This is an optimization exercise on Yosys and OpenROAD, whose aim is small area, not a production implementation.
In this exercise RTL edits were held to simulation tests only and were not proved equivalent to the original.
Power and IR drop assume default switching activity.

===== flow/flow/run.sh =====
#!/bin/bash
# Layout flow: the standard synthesis, then the combinational logic
# between the registers is mapped again with an area-oriented ABC script
# (registers, their names and cell types are kept as synthesis made them),
# then the standard layout from floorplan to finish.
set -euo pipefail
R=orfs/results/sky130hd/top/base

# 1. standard synthesis
bash standard.sh synth > log_1_standard_synth.log 2>&1

# 2. re-map the combinational logic
cp $R/1_2_yosys.v netlist_standard.v
sed -e "s#@LIB@#$FLOW_HOME/platforms/sky130hd/lib/sky130_fd_sc_hd__tt_025C_1v80.lib#g" \
    -e "s#@ABC@#$PWD/flow/area.abc#g" \
    -e "s#@DONTUSE@#$(cat flow/dont_use.txt | sed 's/^/-dont_use /' | tr '\n' ' ')#g" \
    flow/remap.ys > remap.ys
yosys -l log_2_remap.log -q remap.ys > log_2_remap.stdout 2>&1
# keep the standard netlist if the new one is not smaller or lost a register
std_ff=$(grep -c "sky130_fd_sc_hd__d[f]" netlist_standard.v || true)
new_ff=$(grep -c "sky130_fd_sc_hd__d[f]" netlist_remapped.v || true)
if [[ "$std_ff" == "$new_ff" ]] && [[ -s netlist_remapped.v ]]; then
  sleep 1
  cp netlist_remapped.v $R/1_2_yosys.v
  touch $R/1_2_yosys.v
else
  echo "remap not used: registers $std_ff vs $new_ff" > log_2_remap_skipped.log
fi

# 3. standard layout on the new netlist; ports are buffered with the
# smallest buffer (every port still gets its buffer)
bash standard.sh "BUFFER_PORTS_ARGS=-buffer_cell sky130_fd_sc_hd__buf_1" finish > log_3_standard_finish.log 2>&1

===== flow/flow/area.abc =====
strash
&get -n
&st
&dch -f
&nf -a -R 1000
&put

===== flow/flow/dont_use.txt =====
sky130_fd_sc_hd__probe_p_8
sky130_fd_sc_hd__probec_p_8
sky130_fd_sc_hd__lpflow_bleeder_1
sky130_fd_sc_hd__lpflow_clkbufkapwr_1
sky130_fd_sc_hd__lpflow_clkbufkapwr_16
sky130_fd_sc_hd__lpflow_clkbufkapwr_2
sky130_fd_sc_hd__lpflow_clkbufkapwr_4
sky130_fd_sc_hd__lpflow_clkbufkapwr_8
sky130_fd_sc_hd__lpflow_clkinvkapwr_1
sky130_fd_sc_hd__lpflow_clkinvkapwr_16
sky130_fd_sc_hd__lpflow_clkinvkapwr_2
sky130_fd_sc_hd__lpflow_clkinvkapwr_4
sky130_fd_sc_hd__lpflow_clkinvkapwr_8
sky130_fd_sc_hd__lpflow_decapkapwr_12
sky130_fd_sc_hd__lpflow_decapkapwr_3
sky130_fd_sc_hd__lpflow_decapkapwr_4
sky130_fd_sc_hd__lpflow_decapkapwr_6
sky130_fd_sc_hd__lpflow_decapkapwr_8
sky130_fd_sc_hd__lpflow_inputiso0n_1
sky130_fd_sc_hd__lpflow_inputiso0p_1
sky130_fd_sc_hd__lpflow_inputiso1n_1
sky130_fd_sc_hd__lpflow_inputiso1p_1
sky130_fd_sc_hd__lpflow_inputisolatch_1
sky130_fd_sc_hd__lpflow_isobufsrc_1
sky130_fd_sc_hd__lpflow_isobufsrc_16
sky130_fd_sc_hd__lpflow_isobufsrc_2
sky130_fd_sc_hd__lpflow_isobufsrc_4
sky130_fd_sc_hd__lpflow_isobufsrc_8
sky130_fd_sc_hd__lpflow_isobufsrckapwr_16
sky130_fd_sc_hd__lpflow_lsbuf_lh_hl_isowell_tap_1
sky130_fd_sc_hd__lpflow_lsbuf_lh_hl_isowell_tap_2
sky130_fd_sc_hd__lpflow_lsbuf_lh_hl_isowell_tap_4
sky130_fd_sc_hd__lpflow_lsbuf_lh_isowell_4
sky130_fd_sc_hd__lpflow_lsbuf_lh_isowell_tap_1
sky130_fd_sc_hd__lpflow_lsbuf_lh_isowell_tap_2
sky130_fd_sc_hd__lpflow_lsbuf_lh_isowell_tap_4
sky130_fd_sc_hd__fill_1
sky130_fd_sc_hd__fill_2
sky130_fd_sc_hd__fill_4
sky130_fd_sc_hd__fill_8

===== flow/flow/remap.ys =====
# cell functions from the library; registers and tie cells stay black boxes
read_liberty -ignore_miss_func @LIB@
blackbox sky130_fd_sc_hd__df* sky130_fd_sc_hd__sdf* sky130_fd_sc_hd__edf* sky130_fd_sc_hd__sedf* sky130_fd_sc_hd__dl* sky130_fd_sc_hd__conb_1
read_verilog netlist_standard.v
hierarchy -top top
tee -o stat_standard.txt stat -liberty @LIB@ top
flatten top
opt -purge top
abc -liberty @LIB@ -script @ABC@ @DONTUSE@
opt_clean -purge
hilomap -singleton -hicell sky130_fd_sc_hd__conb_1 HI -locell sky130_fd_sc_hd__conb_1 LO
splitnets
opt_clean -purge
tee -o stat_remapped.txt stat -liberty @LIB@ top
select top
write_verilog -noattr -nohex -nodec -selected netlist_remapped.v

===== flow/standard.sh =====
#!/bin/bash
# synth_recipe.tcl (not shown) runs the flow's synth.tcl, then flattens the netlist and writes it again
# the make line also repeats each setting of config.mk as NAME=value (left out here)
make -C /OpenROAD-flow-scripts/flow DESIGN_CONFIG=/design/flow/config.mk WORK_HOME=/design/flow/orfs CLKGATE_MAP_FILE= SYNTH_SCRIPT=/design/flow/synth_recipe.tcl "${@:-finish}"

===== flow/config.mk =====
export PLATFORM = sky130hd
export DESIGN_NAME = top
export DESIGN_NICKNAME = top
export VERILOG_FILES = /design/flow/design.v
export SDC_FILE = /design/flow/constraint.sdc
export NUM_CORES = 4
export LEC_CHECK = 0
export CAP_MARGIN = 20
export CORE_MARGIN = 2
export CORE_UTILIZATION = 70
export SLEW_MARGIN = 20
export SYNTH_HIERARCHICAL = 1

===== flow/constraint.sdc =====
create_clock -name core_clock -period 20.0 [get_ports {clk}]
set_input_delay 4.0000 -clock core_clock [delete_from_list [all_inputs] [get_ports {clk}]]
set_output_delay 4.0000 -clock core_clock [all_outputs]
set_load 0.01 [all_outputs]

===== flow/design.v =====
module  counter60(
        input         [ 3: 0]   l                       ,
        input         [ 2: 0]   h                       ,
        input                   is24                    ,
        input                   inc                     ,
        input                   dec                     ,
        output  reg   [ 3: 0]   nl                      ,
        output  reg   [ 2: 0]   nh
);
wire    top24   =   is24 && h == 3'd2 && l == 4'd3;
wire    l9      =   l == 4'd9;
wire    l0      =   l == 4'd0;
wire    h0      =   h == 3'd0;
always @(*) begin
    if(inc)
        nl = (l9 || top24) ? 4'd0 : l + 1'b1;
    else if(dec)
        nl = !l0 ? l - 1'b1 : (is24 && h0) ? 4'd3 : 4'd9;
    else
        nl = l;
    if(inc && top24)
        nh = 3'd0;
    else if(inc && l9)
        nh = (!is24 && h == 3'd5) ? 3'd0 : h + 1'b1;
    else if(dec && l0)
        nh = !h0 ? h - 1'b1 : is24 ? 3'd2 : 3'd5;
    else
        nh = h;
end
endmodule
module  debounce(
        input                   clk                     ,
        input                   rst_n                   ,
        input                   key_in                  ,
        output  wire            key_prev
);
reg     [ 1: 0]                 key_r                           ;
reg     [11: 0]                 cnt                             ;
always  @(posedge clk or negedge rst_n)begin
    if(!rst_n)
        key_r   <=  2'd0;
    else
        key_r   <=  {key_r[0],key_in};
end
wire    run     =   !key_r[1] && !((cnt & 12'h5ff) == 12'h05a);
always  @(posedge clk)begin
    if(run && rst_n)
        cnt     <=  {cnt[10:0], ~(cnt[0] ^ cnt[11])};
    else
        cnt     <=  12'd0;
end
assign  key_prev    =   (cnt & 12'h5ff) == 12'h1d6;   
endmodule
module  alarm(
        input                   clk                     ,
        input                   rst_n                   ,
        input                   k1                      , 
        input                   k2                      ,
        input                   k3                      ,
        input                   tick                    , 
        output  reg   [ 3: 0]   sec_l                   ,
        output  reg   [ 2: 0]   sec_h                   ,
        output  reg   [ 3: 0]   min_l                   ,
        output  reg   [ 2: 0]   min_h                   ,
        output  reg   [ 3: 0]   hour_l                  ,
        output  reg   [ 1: 0]   hour_h                  ,
        output  reg   [ 3: 0]   alarm_min_l             ,
        output  reg   [ 2: 0]   alarm_min_h             ,
        output  reg   [ 3: 0]   alarm_hour_l            ,
        output  reg   [ 1: 0]   alarm_hour_h            ,
        output  reg   [ 2: 0]   adjust                  ,
        output  wire  [ 3: 0]   n_min_l                 ,
        output  wire  [ 2: 0]   n_min_h                 ,
        output  wire  [ 3: 0]   n_hour_l                ,
        output  wire  [ 1: 0]   n_hour_h                ,
        output  wire  [ 3: 0]   n_alarm_min_l           ,
        output  wire  [ 2: 0]   n_alarm_min_h           ,
        output  wire  [ 3: 0]   n_alarm_hour_l          ,
        output  wire  [ 1: 0]   n_alarm_hour_h
);
wire    [ 3: 0]                 n_sec_l                         ;
wire    [ 2: 0]                 n_sec_h                         ;
wire    [ 2: 0]                 n_adjust                        ;
wire    mode0   =   adjust == 3'd0;
wire    sec59   =   sec_l == 4'd9 && sec_h == 3'd5;
wire    min59   =   min_l == 4'd9 && min_h == 3'd5;
wire    sel_s   =   adjust == 3'd1 || (mode0 && !sec59);
wire    sel_m   =   adjust == 3'd2 || (mode0 && sec59 && !min59);
wire    sel_h   =   adjust == 3'd3 || (mode0 && sec59 && min59);
wire    sel_am  =   adjust == 3'd4;
wire    sel_ah  =   adjust == 3'd5;
wire    clr_s   =   mode0 && tick && sec59;
wire    clr_m   =   mode0 && tick && sec59 && min59;
wire    [ 3: 0]                 f_l, nf_l                       ;
wire    [ 2: 0]                 f_h, nf_h                       ;
assign  f_l     =   {4{sel_s}} & sec_l | {4{sel_m}} & min_l | {4{sel_h}} & hour_l |
                    {4{sel_am}} & alarm_min_l | {4{sel_ah}} & alarm_hour_l;
assign  f_h     =   {3{sel_s}} & sec_h | {3{sel_m}} & min_h | {3{sel_h}} & {1'b0, hour_h} |
                    {3{sel_am}} & alarm_min_h | {3{sel_ah}} & {1'b0, alarm_hour_h};
counter60 cnt_inst (.l(f_l), .h(f_h), .is24(sel_h || sel_ah),
        .inc(mode0 ? tick : k2), .dec(!mode0 && k3),
        .nl(nf_l), .nh(nf_h));
assign  n_adjust        =   !k1 ? adjust : (adjust == 3'd5) ? 3'd0 : adjust + 1'b1;
assign  n_sec_l         =   sel_s ? nf_l : clr_s ? 4'd0 : sec_l;
assign  n_sec_h         =   sel_s ? nf_h : clr_s ? 3'd0 : sec_h;
assign  n_min_l         =   sel_m ? nf_l : clr_m ? 4'd0 : min_l;
assign  n_min_h         =   sel_m ? nf_h : clr_m ? 3'd0 : min_h;
assign  n_hour_l        =   sel_h ? nf_l : hour_l;
assign  n_hour_h        =   sel_h ? nf_h[1:0] : hour_h;
assign  n_alarm_min_l   =   sel_am ? nf_l : alarm_min_l;
assign  n_alarm_min_h   =   sel_am ? nf_h : alarm_min_h;
assign  n_alarm_hour_l  =   sel_ah ? nf_l : alarm_hour_l;
assign  n_alarm_hour_h  =   sel_ah ? nf_h[1:0] : alarm_hour_h;
always @(posedge clk or negedge rst_n)begin
    if(!rst_n)begin
        sec_l <= 0; sec_h <= 0; min_l <= 0; min_h <= 0; hour_l <= 0; hour_h <= 0;
        alarm_min_l <= 0; alarm_min_h <= 0; alarm_hour_l <= 0; alarm_hour_h <= 0;
        adjust <= 0;
    end
    else begin
        sec_l <= n_sec_l; sec_h <= n_sec_h;
        min_l <= n_min_l; min_h <= n_min_h;
        hour_l <= n_hour_l; hour_h <= n_hour_h;
        alarm_min_l <= n_alarm_min_l; alarm_min_h <= n_alarm_min_h;
        alarm_hour_l <= n_alarm_hour_l; alarm_hour_h <= n_alarm_hour_h;
        adjust <= n_adjust;
    end
end
endmodule
module  led(
        input                   clk                     ,
        input                   rst_n                   ,
        input                   alarm                   ,
        output  reg             led
);
reg     [ 8: 0]                 cnt                             ;
wire    end_cnt =   cnt == 9'h043;
always @(posedge clk)begin
    if(!rst_n || (alarm && end_cnt))
        cnt <= 9'd0;
    else if(alarm)
        cnt <= {cnt[7:0], ~(cnt[3] ^ cnt[8])};
end
always @(posedge clk or negedge rst_n)begin
    if(!rst_n)
        led <= 1'b0;
    else
        led <= alarm && (led ^ end_cnt);
end
endmodule
module  lcd(
        input                   clk                     ,
        input                   rst_n                   ,
        input         [ 3: 0]   sec_l                   ,
        input         [ 2: 0]   sec_h                   ,
        input         [ 3: 0]   min_l                   ,
        input         [ 2: 0]   min_h                   ,
        input         [ 3: 0]   hour_l                  ,
        input         [ 1: 0]   hour_h                  ,
        input         [ 3: 0]   alarm_min_l             ,
        input         [ 2: 0]   alarm_min_h             ,
        input         [ 3: 0]   alarm_hour_l            ,
        input         [ 1: 0]   alarm_hour_h            ,
        input         [ 2: 0]   adjust                  ,
        output  wire            tick                    , 
        output  wire            rs                      ,
        output  wire            rw                      ,
        output  wire            en                      ,
        output  wire            on                      ,
        output  reg   [ 7: 0]   data
);
reg     [ 4: 0]                 j                               ;
reg     [ 6: 0]                 c100                            ;
reg                             scan                            ;
reg     [ 2: 0]                 q5                              ;
reg                             row                             ;
reg     [ 2: 0]                 grp                             ;
reg     [ 1: 0]                 sub                             ;
wire    t4      =   !j[4] &&  j[3];
wire    t9      =    j[4] && !j[3];
wire    t0      =   !j[4] && !j[0];
wire    adv     =   t0 && (c100 & 7'h3f) == 7'h00;     
assign  tick    =   adv && q5 == 3'd4;
assign  en      =   j[4];
assign  on      =   1'b1;
assign  rw      =   1'b0;
always @(posedge clk or negedge rst_n)begin
    if(!rst_n)begin
        j       <=  5'd0;
        scan    <=  1'b1;
        q5      <=  3'd7;
    end
    else begin
        j       <=  {j[3:0], ~j[4]};
        if(adv)begin
            scan    <=  ~scan;
            q5      <=  q5[2] ? 3'd0 : q5 + 1'b1;
        end
    end
end
always @(posedge clk)begin
    if(!rst_n || (t9 && (c100 & 7'h5f) == 7'h5b))    
        c100    <=  7'd0;
    else if(t9)
        c100    <=  {c100[5:0], ~(c100[2] ^ c100[6])};
end
wire    idle    =   grp == 3'd6 && sub == 2'd0;
wire    last    =   grp == 3'd5 && sub == 2'd1;
always @(posedge clk or negedge rst_n)begin
    if(!rst_n)begin
        row     <=  1'b0;
        grp     <=  3'd6;
        sub     <=  2'd0;
    end
    else if(t4 && (!idle || (c100 & 7'h5d) == 7'h40))begin    
        if(last)begin
            row     <=  ~row;
            grp     <=  3'd0;
            sub     <=  2'd0;
        end
        else if(sub == 2'd2)begin
            grp     <=  grp + 1'b1;
            sub     <=  2'd0;
        end
        else
            sub     <=  sub + 1'b1;
    end
end
wire    cmd     =   (grp == 3'd0 && sub == 2'd0) || grp[2:1] == 2'b11;
assign  rs      =   !cmd;
wire    blank1  =   scan && adjust == 3'd1;
wire    blank2  =   scan && adjust == 3'd2;
wire    blank3  =   scan && adjust == 3'd3;
wire    blank4  =   scan && adjust == 3'd4;
wire    blank5  =   scan && adjust == 3'd5;
reg     [ 3: 0]                 f_l                             ;
reg     [ 2: 0]                 f_h                             ;
reg                             f_on                            ;
always @(*)begin
    case({row, grp})
        4'b0_010:   begin f_l = alarm_hour_l; f_h = {1'b0, alarm_hour_h}; f_on = !blank5; end
        4'b0_011:   begin f_l = alarm_min_l;  f_h = alarm_min_h;          f_on = !blank4; end
        4'b1_010:   begin f_l = hour_l;       f_h = {1'b0, hour_h};       f_on = !blank3; end
        4'b1_011:   begin f_l = min_l;        f_h = min_h;                f_on = !blank2; end
        4'b1_100:   begin f_l = sec_l;        f_h = sec_h;                f_on = !blank1; end
        default:    begin f_l = 4'd0;         f_h = 3'd0;                 f_on = 1'b0;    end
    endcase
end
wire    dig     =   f_on && sub != 2'd0;
wire    [ 3: 0] v   =   !dig ? 4'd0 : (sub == 2'd1) ? {1'b0, f_h} : f_l;
reg     [ 7: 0]                 cdata                           ;
always @(*)begin
    case({row, grp, sub})
        6'b0_000_00:    cdata = 8'h80;
        6'b0_000_01:    cdata = "A";
        6'b0_000_10:    cdata = "l";
        6'b0_001_00:    cdata = "a";
        6'b0_001_01:    cdata = "r";
        6'b0_001_10:    cdata = "m";
        6'b0_010_00:    cdata = ":";
        6'b0_011_00:    cdata = "-";
        6'b0_110_00:    cdata = 8'h38;
        6'b0_110_01:    cdata = 8'h38;
        6'b0_110_10:    cdata = 8'h08;
        6'b0_111_00:    cdata = 8'h01;
        6'b0_111_01:    cdata = 8'h06;
        6'b0_111_10:    cdata = 8'h0c;
        6'b1_000_00:    cdata = 8'hc0;
        6'b1_000_01:    cdata = "C";
        6'b1_000_10:    cdata = "l";
        6'b1_001_00:    cdata = "o";
        6'b1_001_01:    cdata = "c";
        6'b1_001_10:    cdata = "k";
        6'b1_010_00:    cdata = ":";
        6'b1_011_00:    cdata = "-";
        6'b1_100_00:    cdata = "-";
        default:        cdata = " ";
    endcase
end
always @(*) data = cdata | {3'b000, dig, v};
endmodule
module  top(
        input                   clk                     ,
        input                   s_rst_n                 ,
        input                   key1                    ,
        input                   key2                    ,
        input                   key3                    ,
        output  wire            led                     ,
        output  wire            rs                      ,
        output  wire            rw                      ,
        output  wire            en                      ,
        output  wire            on                      ,
        output  wire  [ 7: 0]   data
);
reg     [ 1: 0]                 rst_r                           ;
wire                            rst_n                           ;
wire                            k1, k2, k3, tick                ;
wire    [ 3: 0]                 sec_l, min_l, hour_l, alarm_min_l, alarm_hour_l;
wire    [ 2: 0]                 sec_h, min_h, alarm_min_h       ;
wire    [ 1: 0]                 hour_h, alarm_hour_h            ;
wire    [ 3: 0]                 n_min_l, n_hour_l, n_alarm_min_l, n_alarm_hour_l;
wire    [ 2: 0]                 n_min_h, n_alarm_min_h          ;
wire    [ 1: 0]                 n_hour_h, n_alarm_hour_h        ;
wire    [ 2: 0]                 adjust                          ;
always  @(posedge clk or negedge s_rst_n)begin
    if(s_rst_n==1'b0)
        rst_r   <=  'd0;
    else
        rst_r   <=  {rst_r[0],1'b1};
end
assign  rst_n   =       rst_r[1];
debounce debounce_inst1 (.clk(clk), .rst_n(rst_n), .key_in(key1), .key_prev(k1));
debounce debounce_inst2 (.clk(clk), .rst_n(rst_n), .key_in(key2), .key_prev(k2));
debounce debounce_inst3 (.clk(clk), .rst_n(rst_n), .key_in(key3), .key_prev(k3));
alarm alarm_inst (
        .clk(clk), .rst_n(rst_n), .k1(k1), .k2(k2), .k3(k3), .tick(tick),
        .sec_l(sec_l), .sec_h(sec_h), .min_l(min_l), .min_h(min_h),
        .hour_l(hour_l), .hour_h(hour_h),
        .alarm_min_l(alarm_min_l), .alarm_min_h(alarm_min_h),
        .alarm_hour_l(alarm_hour_l), .alarm_hour_h(alarm_hour_h),
        .adjust(adjust),
        .n_min_l(n_min_l), .n_min_h(n_min_h), .n_hour_l(n_hour_l), .n_hour_h(n_hour_h),
        .n_alarm_min_l(n_alarm_min_l), .n_alarm_min_h(n_alarm_min_h),
        .n_alarm_hour_l(n_alarm_hour_l), .n_alarm_hour_h(n_alarm_hour_h));
led led_inst (
        .clk(clk), .rst_n(rst_n),
        .alarm(n_alarm_min_l == n_min_l && n_alarm_min_h == n_min_h &&
               n_alarm_hour_l == n_hour_l && n_alarm_hour_h == n_hour_h),
        .led(led));
lcd lcd_inst (
        .clk(clk), .rst_n(rst_n),
        .sec_l(sec_l), .sec_h(sec_h), .min_l(min_l), .min_h(min_h),
        .hour_l(hour_l), .hour_h(hour_h),
        .alarm_min_l(alarm_min_l), .alarm_min_h(alarm_min_h),
        .alarm_hour_l(alarm_hour_l), .alarm_hour_h(alarm_hour_h),
        .adjust(adjust), .tick(tick),
        .rs(rs), .rw(rw), .en(en), .on(on), .data(data));
endmodule

==> results of run 1 <==
-- power by group through the flow --
stage                     Sequential (mW)  Combinational (mW)  Clock, mW
after floorplan                     0.237             0.00509          0
after global placement              0.237             0.00872          0
after detailed placement            0.237             0.00917          0
after CTS                           0.232             0.00929      0.151
after global routing                0.233              0.0108      0.159
final                               0.232             0.00913      0.151
-- flip-flops by register name, summed over array words and instances, names as in the netlist, 3 cells and up --
name / count
alarm_inst.adjust: 3
alarm_inst.alarm_hour_l: 4
alarm_inst.alarm_min_h: 3
alarm_inst.alarm_min_l: 4
alarm_inst.hour_l: 4
alarm_inst.min_h: 3
alarm_inst.min_l: 4
alarm_inst.sec_h: 3
alarm_inst.sec_l: 4
debounce_inst1.cnt: 12
debounce_inst2.cnt: 12
debounce_inst3.cnt: 12
lcd_inst.c100: 7
lcd_inst.grp: 3
lcd_inst.j: 5
lcd_inst.q5: 3
led_inst.cnt: 9
-- per-layer routing --
| layer | vias up | track usage (%) |
|---|---|---|
| met5 | - | 0 |
| met4 | 0 | 14.4 |
| met3 | 45 | 6.96 |
| met2 | 254 | 49.9 |
| met1 | 2174 | 45.9 |
| li1 | 2143 | - |
-- stage by stage --
| stage | area (um^2) | hold slack [ns] | setup WS (ns) | total power, mW | cells |
|---|---|---|---|---|---|
| 2_1_floorplan | 5190 | 0.331 | 13.85 | 0.243 | 581 |
| 3_3_place_gp | 5400 | 0.0761 | 13.28 | 0.245 | 698 |
| 3_5_place_dp | 5400 | 0.0866 | 13.21 | 0.246 | 698 |
| 4_1_cts | 5630 | 0.0980 | 12.79 | 0.392 | 714 |
| 5_1_grt | 5630 | 0.109 | 12.38 | 0.402 | 714 |
| 6_report | 5630 | 0.0911 | 12.73 | 0.392 | 714 |
-- worst max path at each step --
| stage | startpoint | end | slack (ns) |
|---|---|---|---|
| 3_3_place_gp | alarm_inst.adjust[1] | data[3] | 13.28 |
| 2_1_floorplan | alarm_inst.adjust[1] | data[3] | 13.85 |
| 6_report | alarm_inst.adjust[1] | data[3] | 12.73 |
| 4_1_cts | lcd_inst.row | data[1] | 12.79 |
| 3_5_place_dp | lcd_inst.row | data[1] | 13.21 |
| 5_1_grt | alarm_inst.adjust[1] | data[3] | 12.38 |
-- cell type report --
class	count	area [um^2]	area share (%)
clock buffers	10	149	2.64
well taps	99	124	2.20
repair buffers	18	78.8	1.40
multi-input cells	452	2580	45.8
clock inverters	6	85.1	1.51
flip-flops and latches	112	2550	45.3
inverters	17	63.8	1.13
==> results.tsv, run 1 <==
metric	value	unit
Slowest-stage cell, CP	nor2_1	
Hold Violations, Final	0	
CP Buf/Inv Count	2	
hold buffers post-CTS	0	
outcome	no timing/DRC/antenna violations	
sw frac	23.5	%
Reg-to-Reg Start	alarm_inst.adjust[0]	
Die Span Y	90.1	um
Net Sw Power	0.0921	mW
Period Utilization, post-route	36.3	%
Critical Path End Type	primary output	
DR pass1 iterations	8	
final core utilization	78.1	%
TritonCTS clock tree	done	
FF-to-FF path depth	18	
met2 WL	5650	um
global placement routability congestion	1.00	
Syn Nets	586	
setup bufs post-CTS	0	
Mapped Cells	581	
Comb power frac	2.3	%
DR iter-0 viols	623	
Worst Hold Class	register to async pin	
crit-path cells	clkinv_1, nand2_1, nor2_1, nand2_1, o21ai_0, nand2_1, nand3_1, o211ai_1, o21ai_0, nand4b_1, nand3_1, buf_1	
Pwr Density	69.6	nW/um^2
CTS Buf Count	9	
sequential group share of total power	59.2	%
synthesized area	5190	um^2
Max Clock Skew	0.0119	ns
Cell Int Power	0.300	mW
vias in the first global route	4361	
CP Class	register to primary output	
Worst-path clk slew	0.11	ns
worst skew pair latency	0.39	ns
area grow syn2layout	8.43	%
r2r setup slk	13.58	ns
critical register-to-register path endpoint	led_inst.cnt[7]	
Max-cap violations	0	
number of setup violations in the final report	0	
vias per cell	6.46	
Die Footprint	8130	um^2
clock root buffer	clkbuf_8	
Final Max Tran Viols	0	
layout cells sized above 1	4.23	%
Worst setup SP type	register	
required time worst endpoint	16.00	ns
port bufs	15	
Max VDD drop	0.0560	mV
WL/cell	17.6	um
CTS H-tree depth	3	
WP depth	12	
post-cts gate resize count	0	
Initial Utilization	72.0	%
most used cell, CP	nand2_1	
Final TNS setup	0	ns
I/O pin total	18	
Remaining DRCs	0	
Total Nets Final	615	
CP top delay family	simple AND/OR/NAND/NOR gates	
Total Routing Usage GR	32.9	%
P_leak	2.17	nW
Die Wd	90.1	um
power share of the clock group	38.5	%
count of antenna diodes in the layout	0	
Detailed Place HPWL	8830	um
mean area per synthesized cell	8.94	um^2
first-pass GRT wire length	21400	um
most frequent cells in the layout	nand2_1, nor2_1, dfrtp_1	
RSZ-0062 raised after global routing	false	
slew margin rel.	36.2	%
Rows	31	
CTS Buffer Depth	2	
total number of vias	4616	
total congestion overflow	0	
largest net degree at the start of global routing	67	
achievable frequency	0.138	GHz
Worst EP arrival	3.27	ns
antenna violation net count after detailed routing	0	
top layer in use	met4	
delay of the slowest critical-path stage	0.73	ns
Final min period	7.27	ns
final WL	12600	um
commonest non-fill, non-tap cell in the layout	nand2_1	
core area	7210	um^2
FILL cells	502	
CP max FO	16	
initial antenna violation count	0	
Slew @ Worst Pin	0.945	ns
met1 wire length	5330	um
Sink Count	112	
WL met3	1140	um
Synthesis Warnings	12	
==> inputs of run 2 (changes only) <==
--- a/flow/flow/run.sh
+++ b/flow/flow/run.sh
@@ -27,6 +27,5 @@
   echo "remap not used: registers $std_ff vs $new_ff" > log_2_remap_skipped.log
 fi
 
-# 3. standard layout on the new netlist; ports are buffered with the
-# smallest buffer (every port still gets its buffer)
-bash standard.sh "BUFFER_PORTS_ARGS=-buffer_cell sky130_fd_sc_hd__buf_1" finish > log_3_standard_finish.log 2>&1
+# 3. standard layout on the new netlist
+bash standard.sh > log_3_standard_finish.log 2>&1
==> run 2 against run 1 <==
- die area unchanged
- utilization up 0.92 points
- count of clock-buffer cells in the layout unchanged
- cell area up 1.2%
- synthesized cell count unchanged
- worst setup slack worse by 0.44 ns
- critical path depth down 5
- first-iteration DRC count down 1.6%
- sequential share of layout area down 0.53 points
- combinational power up 7.4%
- total power down 3.2%
- routed wire length up 3.8%
- critical path type unchanged
- largest power group unchanged
==> results.tsv, run 2 <==
metric	value	unit	change
Syn Nets	586		unchanged
pre-CTS WS	12.84	ns	-0.371 ns
Hold Violations, Final	0		unchanged
total congestion overflow	0		unchanged
Worst EP arrival	3.71	ns	+0.44 ns
number of setup violations in the final report	0		unchanged
Synthesis Warnings	12		unchanged
P_leak	2.20	nW	+1.2%
CTS Buffer Depth	2		unchanged
Die Footprint	8130	um^2	unchanged
RSZ-0062 raised after global routing	false		
initial antenna violation count	0		unchanged
CP Class	register to primary output		
count of antenna diodes in the layout	0		unchanged
slew margin rel.	28.0	%	-8.2 points
final WL	13100	um	+3.8%
achievable frequency	0.130	GHz	-5.7%
Critical Path End Type	primary output		
DR pass1 iterations	6		-2
CTS Buf Count	9		unchanged
FF-to-FF path depth	18		unchanged
worst setup margin	12.29	ns	-0.441 ns
Final Max Tran Viols	0		unchanged
area grow syn2layout	9.71	%	
Sink Count	112		unchanged
WL/cell	18.3	um	+3.8%
Die Wd	90.1	um	unchanged
synthesized area	5190	um^2	unchanged
largest net degree at the start of global routing	72		+7.5%
Worst Hold Class	register to async pin		
mean area per synthesized cell	8.94	um^2	unchanged
global placement routability congestion	0.957		-4.7%
Max-cap violations	0		unchanged
TritonCTS clock tree	done		
outcome	no timing/DRC/antenna violations		
Max VDD drop	0.0591	mV	+5.5%
total number of vias	4679		+1.4%
Worst-path clk slew	0.12	ns	about the same
vias in the first global route	4382		+0.48%
Total Nets Final	615		unchanged
port bufs	15		unchanged
Worst setup SP type	register		
placed cell count	698		unchanged
Total Power	0.380	mW	-3.2%
clock root buffer	clkbuf_8		
Non-Filler Instances	714		unchanged
largest registers	debounce_inst1.cnt (12), debounce_inst2.cnt (12), debounce_inst3.cnt (12)		
first-pass GRT wire length	21400	um	about the same
delay of the slowest critical-path stage	1.01	ns	+0.28 ns
Total Routing Usage GR	32.7	%	-0.18 points
layout cells sized above 1	4.23	%	unchanged
Remaining DRCs	0		unchanged
CP max FO	29		+13
Initial Utilization	72.0	%	unchanged
Die Span Y	90.1	um	unchanged
Mapped Cells	581		unchanged
DR iter-0 viols	613		-1.6%
antenna violation net count after detailed routing	0		unchanged
core area	7210	um^2	unchanged
vias per cell	6.55		+1.4%
Rows	31		unchanged
commonest non-fill, non-tap cell in the layout	nand2_1		
Pwr Density	66.6	nW/um^2	-4.3%
hold buffers post-CTS	0		unchanged
Final TNS setup	0	ns	unchanged
most frequent cells in the layout	nand2_1, nor2_1, dfrtp_1		
Slew @ Worst Pin	1.07	ns	+0.123 ns
Final min period	7.71	ns	+0.441 ns
Period Utilization, post-route	38.5	%	+2.2 points
crit-path cells	nand2_1, nor3_1, a21boi_0, o21ai_0, a311o_1, nand3_1, clkdlybuf4s50_1		
setup bufs post-CTS	0		unchanged
CTS H-tree depth	3		unchanged
Detailed Place HPWL	9220	um	+4.3%
Slowest-stage cell, CP	dfrtp_1		
I/O pin total	18		unchanged
worst skew pair latency	0.38	ns	about the same
post-cts gate resize count	0		unchanged
Max Clock Skew	0.0168	ns	+0.00495 ns
required time worst endpoint	16.00	ns	about the same
[run 2: where the power goes]
part	total, mW	switching, mW	internal (mW)
registers	0.232	0.00304	0.229
clock network	0.138	0.0843	0.0533
logic	0.00981	0.00630	0.00351
total	0.380	0.0936	0.286
[run 2: area by class of cell]
class / count / area, um^2
Multi-Input combinational cell: 452 / 2580
Clock inverter: 6 / 68.8
Timing Repair Buffer: 18 / 173
Tap cell: 99 / 124
Clock buffer: 10 / 138
Fill cell: 486 / 1520
Sequential cell: 112 / 2550
Inverter: 17 / 63.8
[run 2: through the flow]
step	area, um^2	hold WS, ns	util, %
detailed placement	5490	0.0445	76.1
finish	5700	0.0490	79.0
global placement	5490	0.0382	76.1
CTS	5700	0.0519	79.0
global route	5700	0.0563	79.0
floorplan	5190	0.331	-
[run 2: final timing paths]
check	startpoint	to	slack [ns]
min reg2reg	rst_r[1]	debounce_inst3.key_r[0]	0.05
max reg2reg	alarm_inst.adjust[0]	led_inst.cnt[7]	13.54
min in group core_clock	debounce_inst1.key_r[0]	debounce_inst1.key_r[1]	0.36
min	rst_r[1]	debounce_inst3.key_r[0]	0.05
max	lcd_inst.row	data[1]	12.29
max in group asynchronous	s_rst_n	rst_r[1]	16.09
[run 2: worst max-delay path: cells and delay by family (launching register included)]
family | cells | cell delay [ns]
simple gates | 3 | 0.93
flops | 1 | 1.01
buf+inv | 1 | 0.53
compound gates | 3 | 0.87
[run 2: routing by layer]
metal	vias to the layer above	share of wire, %	global-route usage [%]
li1	2137	-	-
met1	2220	42	45.6
met2	269	45	49.3
met3	53	10	8.72
met4	0	3.4	12.4
met5	-	0	0
==> inputs of run 3 (changes only) <==
--- a/flow/flow/run.sh
+++ b/flow/flow/run.sh
@@ -28,4 +28,9 @@
 fi
 
 # 3. standard layout on the new netlist
-bash standard.sh > log_3_standard_finish.log 2>&1
+# flow/make_args.txt: one more make variable per line for these steps
+args=()
+if [[ -f flow/make_args.txt ]]; then
+  while IFS= read -r line; do [[ -n "$line" ]] && args+=("$line"); done < flow/make_args.txt
+fi
+bash standard.sh "${args[@]}" finish > log_3_standard_finish.log 2>&1
==> flow/flow/make_args.txt (new file) <==
BUFFER_PORTS_ARGS=-buffer_cell sky130_fd_sc_hd__buf_1
CTS_ARGS=-sink_clustering_enable -repair_clock_nets -dont_use_dummy_load
==> run 3 against run 2 <==
- synthesized area did not move
- cell count fell by 0.98%
- still clean on timing, DRC and antenna
- sequential power about the same
- count of clock-buffer cells in the layout fell by 1
- global-route usage fell by 0.65 points
- worst setup slack improved by 0.44 ns
- worst hold slack gained 0.040 ns
- first-iteration DRC count shrank 4.1%
==> results.tsv, run 3 <==
metric	value	unit	change
CP max FO	19		-34%
initial antenna violation count	0		unchanged
setup bufs post-CTS	0		unchanged
largest net degree at the start of global routing	67		-6.9%
hold buffers post-CTS	0		unchanged
Critical Path End Type	primary output		
CP Class	register to primary output		
Syn Nets	586		unchanged
crit-path cells	nor2_1, nand2_1, o21ai_0, nand2_1, nand3_1, o211ai_1, o21ai_0, nand4b_1, nand3_1, buf_1		
TritonCTS clock tree	done		
Max VDD drop	0.0496	mV	-16%
I/O pin total	18		unchanged
count of antenna diodes in the layout	0		unchanged
slew margin rel.	34.3	%	+6.3 points
RSZ-0062 raised after global routing	false		
Die Wd	90.1	um	unchanged
Cell Int Power	0.273	mW	-4.7%
Sink Count	112		unchanged
Net Sw Power	0.0763	mW	-19%
core area	7210	um^2	unchanged
clock root buffer	clkbuf_8		
power share of the clock group	30.9	%	-5.4 points
total number of vias	4535		-3.1%
WL/cell	17.4	um	-4.9%
final core utilization	76.6	%	-2.4 points
port bufs	15		unchanged
synthesized area	5190	um^2	unchanged
largest registers	debounce_inst1.cnt (12), debounce_inst2.cnt (12), debounce_inst3.cnt (12)		
Final Max Tran Viols	0		unchanged
Rows	31		unchanged
worst skew pair latency	0.38	ns	about the same
Worst setup SP type	register		
FF-to-FF path depth	18		unchanged
Slowest-stage cell, CP	nor2_1		
antenna violation net count after detailed routing	0		unchanged
vias per cell	6.41		-2.1%
outcome	no timing/DRC/antenna violations		
CTS H-tree depth	3		unchanged
Total Routing Usage GR	32.0	%	-0.65 points
DR pass1 iterations	6		unchanged
Die Span Y	90.1	um	unchanged
CTS Buf Count	9		unchanged
Mapped Cells	581		unchanged
Synthesis Warnings	12		unchanged
Comb power frac	2.6	%	about the same
Detailed Place HPWL	8830	um	-4.2%
delay of the slowest critical-path stage	0.83	ns	-0.18 ns
commonest non-fill, non-tap cell in the layout	nand2_1		
Total Nets Final	615		unchanged
post-cts gate resize count	0		unchanged
Worst Hold Class	register to async pin		
final WL	12300	um	-5.8%
sequential group share of total power	66.5	%	+5.3 points
Period Utilization, post-route	36.4	%	-2.2 points
Slew @ Worst Pin	0.973	ns	-0.0957 ns
first-pass GRT wire length	20900	um	-2.2%
most frequent cells in the layout	nand2_1, nor2_1, dfrtp_1		
CTS Buffer Depth	2		unchanged
sw frac	21.9	%	-2.8 points
Max Clock Skew	0.0385	ns	+0.0217 ns
achievable frequency	0.138	GHz	+6.0%
mean area per synthesized cell	8.94	um^2	unchanged
P_leak	2.12	nW	-3.6%
Die Footprint	8130	um^2	unchanged
area grow syn2layout	6.31	%	
global placement routability congestion	1.00		+5.0%
Pwr Density	63.2	nW/um^2	-5.1%
Hold Violations, Final	0		unchanged
Worst-path clk slew	0.12	ns	about the same
Final TNS setup	0	ns	unchanged
Remaining DRCs	0		unchanged
Initial Utilization	72.0	%	unchanged
Worst EP arrival	3.27	ns	-0.44 ns
number of setup violations in the final report	0		unchanged
Final min period	7.27	ns	-0.438 ns
required time worst endpoint	16.00	ns	about the same
DR iter-0 viols	588		-4.1%
Max-cap violations	0		unchanged
vias in the first global route	4276		-2.4%
total congestion overflow	0		unchanged
layout cells sized above 1	3.13	%	-1.1 points
run 3: changes by cell type in the layout (fill, tap and decap cells not counted), sizes merged:
cell / previous run / this run
buf: 3 / 18
clkdlybuf4s50: 15 / 0
inv: 4 / 0
clkbuf: 10 / 9
clkinv: 18 / 17
clkinvlp: 1 / 0
run 3: path summary, 6_finish.rpt:
| kind | startpoint | end | slack, ns |
|---|---|---|---|
| min in group core_clock | debounce_inst1.key_r[0] | debounce_inst1.key_r[1] | 0.33 |
| max in group asynchronous | s_rst_n | rst_r[1] | 16.48 |
| min reg2reg | rst_r[1] | debounce_inst2.key_r[0] | 0.09 |
| max | alarm_inst.adjust[0] | data[3] | 12.73 |
| max reg2reg | alarm_inst.adjust[0] | led_inst.cnt[7] | 13.62 |
| min | rst_r[1] | debounce_inst2.key_r[0] | 0.09 |
run 3: final cells by class:
type	count	area, um^2
well taps	99	124
flip-flops and latches	112	2550
inverters	17	63.8
fillers	528	1690
multi-input cells	452	2580
clock buffers	9	124
repair buffers	18	78.8
run 3: stage by stage:
stage          cell area (um^2)  hold slack (ns)  cells  total power [mW]  setup WS, ns
5_1_grt                    5520            0.109    707             0.360         12.42
2_1_floorplan              5190            0.331    581             0.243         13.85
3_3_place_gp               5400           0.0761    698             0.245         13.28
3_5_place_dp               5400           0.0866    698             0.246         13.21
6_report                   5520           0.0894    707             0.349         12.73
4_1_cts                    5520           0.0980    707             0.350         12.84
run 3: power groups by stage:
stage / Sequential (mW) / Combinational [mW] / Clock, mW
after floorplan: 0.237 / 0.00509 / 0
after global placement: 0.237 / 0.00872 / 0
after detailed placement: 0.237 / 0.00917 / 0
after CTS: 0.232 / 0.00926 / 0.109
after global routing: 0.233 / 0.0107 / 0.117
final: 0.232 / 0.00908 / 0.108
run 3: critical path: cells and delay by family, from the launching register on:
family	cells	cell delay [ns]
flip-flops	1	0.66
AND/OR/NAND/NOR	6	1.41
buffers and inverters	1	0.14
AO/OA/AOI/OAI	3	0.69
run 3: per-layer routing:
metal	routed length, um	up-vias	share of wire, %	track usage (%)
li1	-	2135	-	-
met5	0	-	0	0
met1	5360	2133	43	46.1
met3	1130	41	9.2	7.21
met4	379	0	3.1	11.3
met2	5450	226	44	48.2
==> inputs of run 4 (changes only) <==
==> flow/flow/make_args.txt (replaced) <==
BUFFER_PORTS_ARGS=-buffer_cell sky130_fd_sc_hd__buf_1
CTS_ARGS=-sink_clustering_enable -repair_clock_nets -dont_use_dummy_load -buf_list sky130_fd_sc_hd__clkbuf_16 -sink_clustering_size 40
==> run 4 against run 3 <==
- utilization up 1.4 points
- sequential power about the same
- cell area up 1.8%
- worst setup slack better by 0.081 ns
- fmax up 1.1%
- critical path depth down 3
- synthesized area unchanged
- total power up 13%
- count of clock-buffer cells in the layout unchanged
- cell count unchanged
- global-route usage up 0.83 points
- critical path type unchanged
- critical endpoint is now data[1]
- largest power group unchanged
- highest routed layer unchanged
==> results.tsv, run 4 <==
metric	value	unit	change
Worst Hold Class	register to async pin		
RSZ-0062 raised after global routing	false		
Initial Utilization	72.0	%	unchanged
Total Routing Usage GR	32.9	%	+0.83 points
Critical Path End Type	primary output		
setup bufs post-CTS	0		unchanged
CP Buf/Inv Count	1		unchanged
Syn Nets	586		unchanged
post-cts gate resize count	0		unchanged
Finished Cell Area	5620	um^2	+1.8%
antenna violation net count after detailed routing	0		unchanged
Die Span Y	90.1	um	unchanged
vias per cell	6.39		-0.33%
I/O pin total	18		unchanged
core area	7210	um^2	unchanged
synthesized area	5190	um^2	unchanged
slew margin rel.	35.7	%	+1.3 points
global placement routability congestion	1.00		unchanged
delay of the slowest critical-path stage	0.96	ns	+0.13 ns
CTS H-tree depth	3		unchanged
Total Nets Final	615		unchanged
Final min period	7.19	ns	-0.0806 ns
Die Footprint	8130	um^2	unchanged
CP top delay family	flip-flops		
placed cell count	698		unchanged
Hold Violations, Final	0		unchanged
Total Power	0.394	mW	+13%
required time worst endpoint	16.00	ns	about the same
final hold slack	0.0863	ns	-0.00309 ns
Detailed Place HPWL	8830	um	unchanged
total congestion overflow	0		unchanged
WL/cell	17.8	um	+1.9%
most frequent cells in the layout	nand2_1, nor2_1, dfrtp_1		
mean area per synthesized cell	8.94	um^2	unchanged
Remaining DRCs	0		unchanged
number of setup violations in the final report	0		unchanged
area grow syn2layout	8.26	%	
CP max FO	29		+10
commonest non-fill, non-tap cell in the layout	nand2_1		
TritonCTS clock tree	done		
Worst-path clk slew	0.08	ns	-0.04 ns
CTS Buf Count	9		unchanged
worst skew pair latency	0.36	ns	-0.02 ns
Rows	31		unchanged
Mapped Cells	581		unchanged
first-pass GRT wire length	21400	um	+2.3%
Worst EP arrival	3.19	ns	-0.08 ns
Non-Filler Instances	707		unchanged
DR iter-0 viols	630		+7.1%
largest registers	debounce_inst1.cnt (12), debounce_inst2.cnt (12), debounce_inst3.cnt (12)		
CTS Buffer Depth	2		unchanged
Synthesis Warnings	12		unchanged
layout cells sized above 1	3.13	%	unchanged
vias in the first global route	4370		+2.2%
Die Wd	90.1	um	unchanged
initial antenna violation count	0		unchanged
largest net degree at the start of global routing	67		unchanged
Max VDD drop	0.0524	mV	+5.7%
DR pass1 iterations	6		unchanged
achievable frequency	0.139	GHz	+1.1%
Max Clock Skew	0.0261	ns	-0.0124 ns
final WL	12600	um	+1.9%
P_leak	2.17	nW	+2.2%
CP Class	register to primary output		
outcome	no timing/DRC/antenna violations		
Period Utilization, post-route	36.0	%	-0.40 points
clock root buffer	clkbuf_16		
Max-cap violations	0		unchanged
Pwr Density	70.1	nW/um^2	+11%
Final TNS setup	0	ns	unchanged
Sink Count	112		unchanged
Slowest-stage cell, CP	dfrtp_1		
crit-path cells	nand2_1, nor3_1, a21boi_0, o21ai_0, a311o_1, nand3_1, buf_1		
port bufs	15		unchanged
Worst setup SP type	register		
count of antenna diodes in the layout	0		unchanged
total number of vias	4520		-0.33%
DP Area	5400	um^2	unchanged
hold buffers post-CTS	0		unchanged
Slew @ Worst Pin	0.953	ns	-0.0200 ns
Final Max Tran Viols	0		unchanged
-- run 4: cell count changes in the layout (fill, tap and decap cells not counted) --
cell,before,now
clkbuf_8,9,0
clkbuf_16,0,9
-- run 4: layer usage --
metal  track usage [%]  share of wire, %  wire length [um]  vias up
met4              13.1               2.9               359        0
met2              50.4                45              5660      224
met3              6.29               9.3              1160       35
li1                  -                 -                 -     2145
met1              46.5                43              5370     2116
met5                 0                 0                 0        -
-- run 4: power breakdown --
| part | internal [mW] | switching [mW] | total [mW] |
|---|---|---|---|
| sequential | 0.229 | 0.00313 | 0.232 |
| combinational | 0.00291 | 0.00622 | 0.00912 |
| clock | 0.0796 | 0.0733 | 0.153 |
-- run 4: area by class of cell --
class	count	area [um^2]
repair buffers	18	78.8
multi-input cells	452	2580
well taps	99	124
clock buffers	9	225
inverters	17	63.8
flip-flops and latches	112	2550
fillers	507	1590
-- run 4: worst paths after layout --
path | startpoint | to | slack (ns) | depth (start not counted)
max | lcd_inst.row | data[1] | 12.81 | 7
min | rst_r[1] | debounce_inst2.key_r[0] | 0.09 | 0
max reg2reg | alarm_inst.adjust[0] | led_inst.cnt[2] | 13.60 | 18
min reg2reg | rst_r[1] | debounce_inst2.key_r[0] | 0.09 | 0
max in group asynchronous | s_rst_n | rst_r[1] | 16.44 | 1
min in group core_clock | debounce_inst1.key_r[0] | debounce_inst1.key_r[1] | 0.34 | 0
-- run 4: stage by stage --
stage          worst slack [ns]  utilization [%]
6_report                  12.81             78.0
3_3_place_gp              13.28             74.8
2_1_floorplan             13.85                -
4_1_cts                   12.85             78.0
5_1_grt                   12.45             78.0
3_5_place_dp              13.21             74.8
==> inputs of run 5 (changes only) <==
==> flow/flow/make_args.txt (replaced) <==
BUFFER_PORTS_ARGS=-buffer_cell sky130_fd_sc_hd__buf_1
CTS_ARGS=-sink_clustering_enable -repair_clock_nets -dont_use_dummy_load -buf_list sky130_fd_sc_hd__clkbuf_8 -sink_clustering_size 12
==> run 5 against run 4 <==
- die area did not move
- sequential power barely moved
- global-route usage fell by 0.83 points
- worst hold slack improved by 0.0031 ns
- combinational power fell by 0.4%
- sequential share of layout area rose by 0.83 points
- routed wire length fell by 1.9%
- non-clock buffer count did not move
- sequential cell count did not move
- first-iteration DRC count fell by 6.7%
- critical endpoint is now data[3]
- largest cell class unchanged
- largest power group unchanged
==> results.tsv, run 5 <==
metric	value	unit	change
achievable frequency	0.138	GHz	-1.1%
Remaining DRCs	0		unchanged
slew margin rel.	34.3	%	-1.3 points
global placement routability congestion	1.00		unchanged
P_leak	2.12	nW	-2.1%
DP Area	5400	um^2	unchanged
mean area per synthesized cell	8.94	um^2	unchanged
Pwr Density	63.2	nW/um^2	-9.9%
CP Class	register to primary output		
Worst-path clk slew	0.12	ns	+0.04 ns
Period Utilization, post-route	36.4	%	+0.40 points
Max Clock Skew	0.0385	ns	+0.0124 ns
routing usage on met1	46.1	%	-0.39 points
FILL cells	528		+4.1%
largest registers	debounce_inst1.cnt (12), debounce_inst2.cnt (12), debounce_inst3.cnt (12)		
outcome	no timing/DRC/antenna violations		
required time worst endpoint	16.00	ns	about the same
Max VDD drop	0.0496	mV	-5.4%
DR iter-0 viols	588		-6.7%
commonest non-fill, non-tap cell in the layout	nand2_1		
CTS Buffer Depth	2		unchanged
Die Span Y	90.1	um	unchanged
CTS H-tree depth	3		unchanged
total congestion overflow	0		unchanged
first-pass GRT wire length	20900	um	-2.3%
Synthesis Warnings	12		unchanged
most used routing layer	met2		
final WL	12300	um	-1.9%
Sink Count	112		unchanged
Die Wd	90.1	um	unchanged
worst skew pair latency	0.38	ns	+0.02 ns
GRT met3 Usage	7.21	%	+0.92 points
Final Max Tran Viols	0		unchanged
Total Nets Final	615		unchanged
Max-cap violations	0		unchanged
Worst Hold Class	register to async pin		
total number of vias	4535		+0.33%
hold buffers post-CTS	0		unchanged
TritonCTS clock tree	done		
Syn Nets	586		unchanged
DR pass1 iterations	6		unchanged
Hold Violations, Final	0		unchanged
initial antenna violation count	0		unchanged
Total Routing Usage GR	32.0	%	-0.83 points
Detailed Place HPWL	8830	um	unchanged
CTS Buf Count	9		unchanged
Finished Cell Area	5520	um^2	-1.8%
setup bufs post-CTS	0		unchanged
antenna violation net count after detailed routing	0		unchanged
Final TNS setup	0	ns	unchanged
number of setup violations in the final report	0		unchanged
WL/cell	17.4	um	-1.9%
vias in the first global route	4276		-2.2%
post-cts gate resize count	0		unchanged
met2 GRT Util	48.2	%	-2.3 points
final hold slack	0.0894	ns	+0.00309 ns
Final min period	7.27	ns	+0.0806 ns
Worst EP arrival	3.27	ns	+0.08 ns
largest net degree at the start of global routing	67		unchanged
Rows	31		unchanged
port bufs	15		unchanged
count of antenna diodes in the layout	0		unchanged
I/O pin total	18		unchanged
CP max FO	19		-34%
Initial Utilization	72.0	%	unchanged
RSZ-0062 raised after global routing	false		
Total Power	0.349	mW	-12%
area grow syn2layout	6.31	%	
layout cells sized above 1	3.13	%	unchanged
Die Footprint	8130	um^2	unchanged
core area	7210	um^2	unchanged
clock root buffer	clkbuf_8		
most frequent cells in the layout	nand2_1, nor2_1, dfrtp_1		
Slew @ Worst Pin	0.973	ns	+0.0200 ns
final core utilization	76.6	%	-1.4 points
vias per cell	6.41		+0.33%
Critical Path End Type	primary output		
Worst setup SP type	register		
Mapped Cells	581		unchanged
synthesized area	5190	um^2	unchanged
==> run 5: final timing paths <==
path	from	to	slack [ns]	depth (start not counted)
setup / recovery	alarm_inst.adjust[0]	data[3]	12.73	10
hold reg to reg	rst_r[1]	debounce_inst2.key_r[0]	0.09	0
min in group core_clock	debounce_inst1.key_r[0]	debounce_inst1.key_r[1]	0.33	0
hold / removal	rst_r[1]	debounce_inst2.key_r[0]	0.09	0
max in group asynchronous	s_rst_n	rst_r[1]	16.48	1
setup reg to reg	alarm_inst.adjust[0]	led_inst.cnt[7]	13.62	18
==> run 5: report_power, final <==
| part | total [mW] | internal, mW | switching [mW] |
|---|---|---|---|
| Sequential | 0.232 | 0.229 | 0.00307 |
| Combinational | 0.00908 | 0.00291 | 0.00618 |
| Clock | 0.108 | 0.0407 | 0.0670 |
| Total | 0.349 | 0.273 | 0.0763 |
==> run 5: area by class of cell <==
type	instances	area [um^2]	share of cell area [%]
well taps	99	124	2.24
multi-input cells	452	2580	46.7
inverters	17	63.8	1.16
flip-flops and latches	112	2550	46.2
clock buffers	9	124	2.24
repair buffers	18	78.8	1.43
==> run 5: per-stage QoR <==
stage	cells	worst slack, ns
6_report	707	12.73
5_1_grt	707	12.42
4_1_cts	707	12.84
3_5_place_dp	698	13.21
3_3_place_gp	698	13.28
2_1_floorplan	581	13.85
==> run 5: routing by layer <==
| metal | share of wire [%] | vias up |
|---|---|---|
| li1 | - | 2135 |
| met1 | 43 | 2133 |
| met2 | 44 | 226 |
| met3 | 9.2 | 41 |
| met4 | 3.1 | 0 |
| met5 | 0 | - |
==> run 5: critical path: stages (launching register included) <==
cell	delay (ns)
dfrtp_1	0.66
nor2_1	0.83
nand2_1	0.12
o21ai_0	0.10
nand2_1	0.08
nand3_1	0.08
o211ai_1	0.09
o21ai_0	0.50
nand4b_1	0.20
nand3_1	0.10
buf_1	0.14
==> inputs of run 6 (changes only) <==
--- a/flow/design.v
+++ b/flow/design.v
@@ -111,7 +111,7 @@
 assign  n_alarm_min_h   =   sel_am ? nf_h : alarm_min_h;
 assign  n_alarm_hour_l  =   sel_ah ? nf_l : alarm_hour_l;
 assign  n_alarm_hour_h  =   sel_ah ? nf_h[1:0] : alarm_hour_h;
-always @(posedge clk or negedge rst_n)begin
+always @(posedge clk)begin
     if(!rst_n)begin
         sec_l <= 0; sec_h <= 0; min_l <= 0; min_h <= 0; hour_l <= 0; hour_h <= 0;
         alarm_min_l <= 0; alarm_min_h <= 0; alarm_hour_l <= 0; alarm_hour_h <= 0;
==> flow/flow/run.sh (replaced) <==
#!/bin/bash
# Layout flow: the standard synthesis, then the combinational logic
# between the registers is mapped again with area-oriented ABC scripts
# (registers, their names and cell types are kept as synthesis made them;
# each new netlist must be fully mapped and is proved equivalent to the
# standard one, register pins taken as cut points; the smallest is used),
# then the standard layout from floorplan to finish.
set -euo pipefail
R=orfs/results/sky130hd/top/base
LIB=$FLOW_HOME/platforms/sky130hd/lib/sky130_fd_sc_hd__tt_025C_1v80.lib
DONTUSE=$(sed 's/^/-dont_use /' flow/dont_use.txt | tr '\n' ' ')

# 1. standard synthesis
bash standard.sh synth > log_1_standard_synth.log 2>&1

# 2. re-map the combinational logic
cp $R/1_2_yosys.v netlist_standard.v
best=""; best_area=""
for abc in flow/abc_s*.abc; do
  s=$(basename $abc .abc)
  sed -e "s#@LIB@#$LIB#g" -e "s#@ABC@#$PWD/$abc#g" -e "s#@DONTUSE@#$DONTUSE#g" \
      -e "s#@OUT@#netlist_$s.v#g" -e "s#@STAT@#stat_$s.txt#g" flow/remap.ys > remap_$s.ys
  if ! timeout 600 yosys -l log_2_remap_$s.log -q remap_$s.ys > /dev/null 2>&1; then continue; fi
  [[ -s netlist_$s.v ]] || continue
  # fully mapped: no generic cells left
  if grep -q '\$_' stat_$s.txt; then echo "$s: not mapped" >> log_2_choice.log; continue; fi
  std_ff=$(grep -c "sky130_fd_sc_hd__d[f]" netlist_standard.v || true)
  new_ff=$(grep -c "sky130_fd_sc_hd__d[f]" netlist_$s.v || true)
  if [[ "$std_ff" != "$new_ff" ]]; then echo "$s: registers $new_ff vs $std_ff" >> log_2_choice.log; continue; fi
  sed -e "s#@LIB@#$LIB#g" -e "s#@GOLD@#netlist_standard.v#g" -e "s#@GATE@#netlist_$s.v#g" flow/check.ys > check_$s.ys
  if ! timeout 600 yosys -l log_2_check_$s.log -q check_$s.ys > /dev/null 2>&1; then echo "$s: not proved equivalent" >> log_2_choice.log; continue; fi
  grep -q "SUCCESS" log_2_check_$s.log || { echo "$s: no proof" >> log_2_choice.log; continue; }
  a=$(grep "Chip area" stat_$s.txt | awk '{print $NF}')
  echo "$s: area $a, equivalent" >> log_2_choice.log
  if [[ -z "$best" ]] || awk -v a="$a" -v b="$best_area" 'BEGIN{exit !(a<b)}'; then best=$s; best_area=$a; fi
done
if [[ -n "$best" ]]; then
  echo "using $best ($best_area)" >> log_2_choice.log
  sleep 1
  cp netlist_$best.v $R/1_2_yosys.v
  touch $R/1_2_yosys.v
else
  echo "using the standard netlist" >> log_2_choice.log
fi

# 3. standard layout on the new netlist
# flow/make_args.txt: one more make variable per line for these steps
args=()
if [[ -f flow/make_args.txt ]]; then
  while IFS= read -r line; do [[ -n "$line" ]] && args+=("$line"); done < flow/make_args.txt
fi
bash standard.sh "${args[@]}" finish > log_3_standard_finish.log 2>&1
==> flow/flow/abc_s1.abc (new file) <==
strash
&get -n
&st
&dch -f
&nf -a -R 1000
&put
==> flow/flow/abc_s2.abc (new file) <==
strash
&get -n
&st
&dch -f
&nf -a -R 1000
&put
strash
&get -n
&st
&dch -f
&nf -a -R 1000
&put
==> flow/flow/abc_s3.abc (new file) <==
strash
&get -n
&st
&dch -f
&nf -a -R 1000
&put
strash
&get -n
&st
&dch -f
&nf -a -R 1000
&put
strash
&get -n
&st
&dch -f
&nf -a -R 1000
&put
strash
&get -n
&st
&dch -f
&nf -a -R 1000
&put
strash
&get -n
&st
&dch -f
&nf -a -R 1000
&put
==> flow/flow/abc_s4.abc (new file) <==
strash
dc2
strash
&get -n
&st
&dch -f
&nf -a -R 1000
&put
strash
&get -n
&st
&dch -f
&nf -a -R 1000
&put
==> flow/flow/abc_s5.abc (new file) <==
strash
dc2
&get -n
&st
&dch -f
&nf -a -R 1000
&put
==> flow/flow/check.ys (new file) <==
read_liberty -ignore_miss_func @LIB@
blackbox sky130_fd_sc_hd__df* sky130_fd_sc_hd__sdf* sky130_fd_sc_hd__edf* sky130_fd_sc_hd__sedf* sky130_fd_sc_hd__dl*
read_verilog @GOLD@
hierarchy -top top
flatten
delete t:$scopeinfo
opt_clean -purge
expose -evert t:sky130_fd_sc_hd__df*
rename top gold
design -stash gold_d
read_liberty -ignore_miss_func @LIB@
blackbox sky130_fd_sc_hd__df* sky130_fd_sc_hd__sdf* sky130_fd_sc_hd__edf* sky130_fd_sc_hd__sedf* sky130_fd_sc_hd__dl*
read_verilog @GATE@
hierarchy -top top
flatten
delete t:$scopeinfo
opt_clean -purge
expose -evert t:sky130_fd_sc_hd__df*
rename top gate
design -stash gate_d
design -copy-from gold_d -as gold gold
design -copy-from gate_d -as gate gate
miter -equiv -flatten -make_assert gold gate miter
hierarchy -top miter
sat -verify -prove-asserts -show-ports miter
==> flow/flow/make_args.txt (replaced) <==
BUFFER_PORTS_ARGS=-buffer_cell sky130_fd_sc_hd__buf_1
CTS_ARGS=-repair_clock_nets -dont_use_dummy_load -buf_list sky130_fd_sc_hd__clkbuf_16 -sink_buffer_max_cap_derate 1.0
--- a/flow/flow/remap.ys
+++ b/flow/flow/remap.ys
@@ -11,6 +11,6 @@
 hilomap -singleton -hicell sky130_fd_sc_hd__conb_1 HI -locell sky130_fd_sc_hd__conb_1 LO
 splitnets
 opt_clean -purge
-tee -o stat_remapped.txt stat -liberty @LIB@ top
+tee -o @STAT@ stat -liberty @LIB@ top
 select top
-write_verilog -noattr -nohex -nodec -selected netlist_remapped.v
+write_verilog -noattr -nohex -nodec -selected @OUT@
removed: flow/flow/area.abc
==> run 6 against run 5 <==
- still clean on timing, DRC and antenna
- clock power rose by 42%
- clock skew is 0.023 ns lower
- critical path depth decreased by 2
- total power increased by 12%
- sequential power barely moved
- utilization is 3.0 points higher
- synthesized cell count unchanged
- cell area fell by 1.6%
- sequential cell count stayed put
- first-iteration DRC count grew 5.6%
- cell count shrank 0.28%
- worst setup slack better by 0.55 ns
- critical path type unchanged
- critical endpoint is now data[1]
- largest power group unchanged
- highest routed layer unchanged
==> results.tsv, run 6 <==
metric	value	unit	change
most used cell, CP	a21oi_1		
Final TNS setup	0	ns	unchanged
Worst Hold Class	register to async pin		
Die Wd	88.4	um	-1.9%
Total Routing Usage GR	33.4	%	+1.3 points
setup bufs post-CTS	0		unchanged
core area	6830	um^2	-5.3%
Period Utilization, post-route	33.6	%	-2.8 points
TritonCTS clock tree	done		
WL/cell	17.5	um	+0.23%
clock root buffer	clkbuf_16		
Max VDD drop	0.0650	mV	+31%
synthesized area	4990	um^2	-4.0%
Initial Utilization	73.0	%	+1.0 points
count of antenna diodes in the layout	0		unchanged
sequential standard cell area	2370	um^2	-7.1%
number of setup violations in the final report	0		unchanged
Slowest-stage cell, CP	dfrtp_1		
RSZ-0062 raised after global routing	false		
Max-cap violations	0		unchanged
delay of the slowest critical-path stage	0.85	ns	+0.02 ns
Die Footprint	7820	um^2	-3.8%
slew margin rel.	43.6	%	+9.3 points
Final min period	6.72	ns	-0.550 ns
Pwr Density	72.2	nW/um^2	+14%
crit-path cells	and2_0, a221oi_1, a211oi_1, a21oi_1, a21oi_1, o21ai_0, nand4_1, buf_1		
Final Max Tran Viols	0		unchanged
required time worst endpoint	16.00	ns	about the same
vias in the first global route	4234		-0.98%
global placement routability congestion	0.987		-1.7%
Worst EP arrival	2.72	ns	-0.55 ns
worst skew pair latency	0.34	ns	-0.04 ns
post-cts gate resize count	0		unchanged
I/O pin total	18		unchanged
placed cell count	696		-0.29%
antenna violation net count after detailed routing	0		unchanged
Rows	30		-3.2%
largest net degree at the start of global routing	47		-30%
Remaining DRCs	0		unchanged
final hold slack	0.327	ns	+0.238 ns
hold buffers post-CTS	0		unchanged
Sink Count	112		unchanged
FF-to-FF path depth	20		+2
area of the multi-input gates	2580	um^2	about the same
Hold Violations, Final	0		unchanged
critical register-to-register path endpoint	led_inst.cnt[2]		
first-pass GRT wire length	20300	um	-3.1%
Syn Nets	586		unchanged
Reg-to-Reg Start	alarm_inst.sec_l[0]		
CP top delay family	flip-flops		
final WL	12300	um	about the same
r2r setup slk	14.37	ns	+0.75 ns
outcome	no timing/DRC/antenna violations		
CP max FO	27		+8
largest registers	debounce_inst1.cnt (12), debounce_inst2.cnt (12), debounce_inst3.cnt (12)		
CTS Buf Count	9		unchanged
layout cells sized above 1	3.61	%	+0.49 points
DR iter-0 viols	621		+5.6%
Critical Path End Type	primary output		
mean area per synthesized cell	8.58	um^2	-4.0%
DR pass1 iterations	6		unchanged
Max Clock Skew	0.0153	ns	-0.0232 ns
Non-Filler Instances	705		-0.28%
commonest non-fill, non-tap cell in the layout	dfxtp_1		
Slew @ Worst Pin	0.845	ns	-0.127 ns
total number of vias	4595		+1.3%
total congestion overflow	0		unchanged
Die Span Y	88.4	um	-1.9%
Mapped Cells	581		unchanged
Synthesis Warnings	12		unchanged
Total Nets Final	616		+0.16%
CP Buf/Inv Count	1		unchanged
Worst-path clk slew	0.07	ns	-0.05 ns
Worst setup SP type	register		
CTS Buffer Depth	2		unchanged
initial antenna violation count	0		unchanged
most frequent cells in the layout	dfxtp_1, nand2_1, nor2_1		
CTS H-tree depth	3		unchanged
CP Class	register to primary output		
P_leak	1.96	nW	-7.5%
Detailed Place HPWL	8510	um	-3.7%
FILL cells	494		-6.4%
vias per cell	6.52		+1.6%
area grow syn2layout	8.93	%	
port bufs	15		unchanged
achievable frequency	0.149	GHz	+8.2%
-- run 6: layout make-up --
class                   instances  share of cell area, %
multi-input cells             455                   47.5
flip-flops and latches        112                   43.6
clock buffers                   9                   4.15
well taps                      96                   2.21
repair buffers                 19                   1.59
inverters                      14                  0.967
-- run 6: where the power goes --
group	internal, mW	switching (mW)	leakage (nW)	total, mW
registers	0.228	0.00251	0.985	0.230
logic	0.00274	0.00559	0.864	0.00833
clock network	0.0797	0.0736	0.111	0.153
total	0.310	0.0817	1.96	0.392
-- run 6: worst register-to-register path, cell delays in order (launching register included) --
cell,delay [ns]
dfxtp_1,0.43
nand4_1,0.12
or4_1,0.50
a211oi_1,0.47
o21a_1,0.57
a221oi_1,0.34
nand3_1,0.22
or2_0,0.28
o21bai_1,0.23
o211ai_1,0.16
o31ai_1,0.10
o21ai_0,0.35
nand2_1,0.16
o21ai_0,0.17
xor2_1,0.23
nor4_1,0.31
nand3_1,0.15
nor4_2,0.16
buf_4,0.24
nand2b_1,0.07
a32o_1,0.25
-- run 6: routing by layer --
metal | vias up | GRT usage [%] | part of all wire, %
met1 | 2129 | 43.4 | 41
met3 | 52 | 9.24 | 9.8
li1 | 2142 | - | -
met2 | 272 | 53.9 | 46
met4 | 0 | 11.7 | 3.0
met5 | - | 0 | 0
-- run 6: how the worst max path moves through the flow --
stage                     from      end  cells after the start
6_report       lcd_inst.grp[0]  data[1]                      8
5_1_grt           lcd_inst.row  data[2]                      6
4_1_cts        lcd_inst.grp[0]  data[2]                      5
3_5_place_dp   lcd_inst.grp[0]  data[2]                      5
3_3_place_gp   lcd_inst.grp[0]  data[2]                      5
2_1_floorplan  lcd_inst.grp[0]  data[2]                      4
-- run 6: per-stage QoR --
stage | util, % | worst slack, ns | area [um^2] | power, mW
after floorplan | - | 13.94 | 4990 | 0.240
after global placement | 76.1 | 13.72 | 5200 | 0.243
after detailed placement | 76.1 | 13.67 | 5200 | 0.244
after CTS | 79.4 | 13.33 | 5430 | 0.392
after global routing | 79.5 | 13.12 | 5430 | 0.401
final | 79.5 | 13.28 | 5430 | 0.392

static timing again, ports no longer ideal:
Ports are ideal in the flow. The routed layouts listed here were re-timed in OpenROAD. Step 1: set_driving_cell puts a clkbuf_16 on clk and a buf_2 on each other input, an assumption about the parent block. Step 2 times the ports against the registers' clock, not the clock port: input delays grow and output delays shrink by t, the midpoint of the rising clock arrivals with the driver on. Slacks: no drivers / after step 1 / after step 2; pairs: no drivers / after step 1.
run | t, ns | setup slack, ns | worst hold slack (ns) | worst register clock-pin slew, ns | cell pins on the clock port's net
run 1 | 0.415 | 12.732 / 12.698 / 13.113 | 0.091 / 0.091 / 0.091 | 0.11 / 0.11 | 1
run 2 | 0.398 | 12.291 / 12.260 / 12.658 | 0.049 / 0.049 / 0.049 | 0.12 / 0.12 | 1
run 3 | 0.396 | 12.729 / 12.694 / 13.091 | 0.089 / 0.089 / 0.089 | 0.12 / 0.12 | 1
run 4 | 0.385 | 12.809 / 12.770 / 13.155 | 0.086 / 0.086 / 0.086 | 0.08 / 0.08 | 1
run 5 | 0.396 | 12.729 / 12.694 / 13.091 | 0.089 / 0.089 / 0.089 | 0.12 / 0.12 | 1
run 6 | 0.371 | 13.279 / 13.243 / 13.615 | 0.327 / 0.327 / 0.327 | 0.07 / 0.07 | 1
After both steps setup and hold are still met in every run listed.
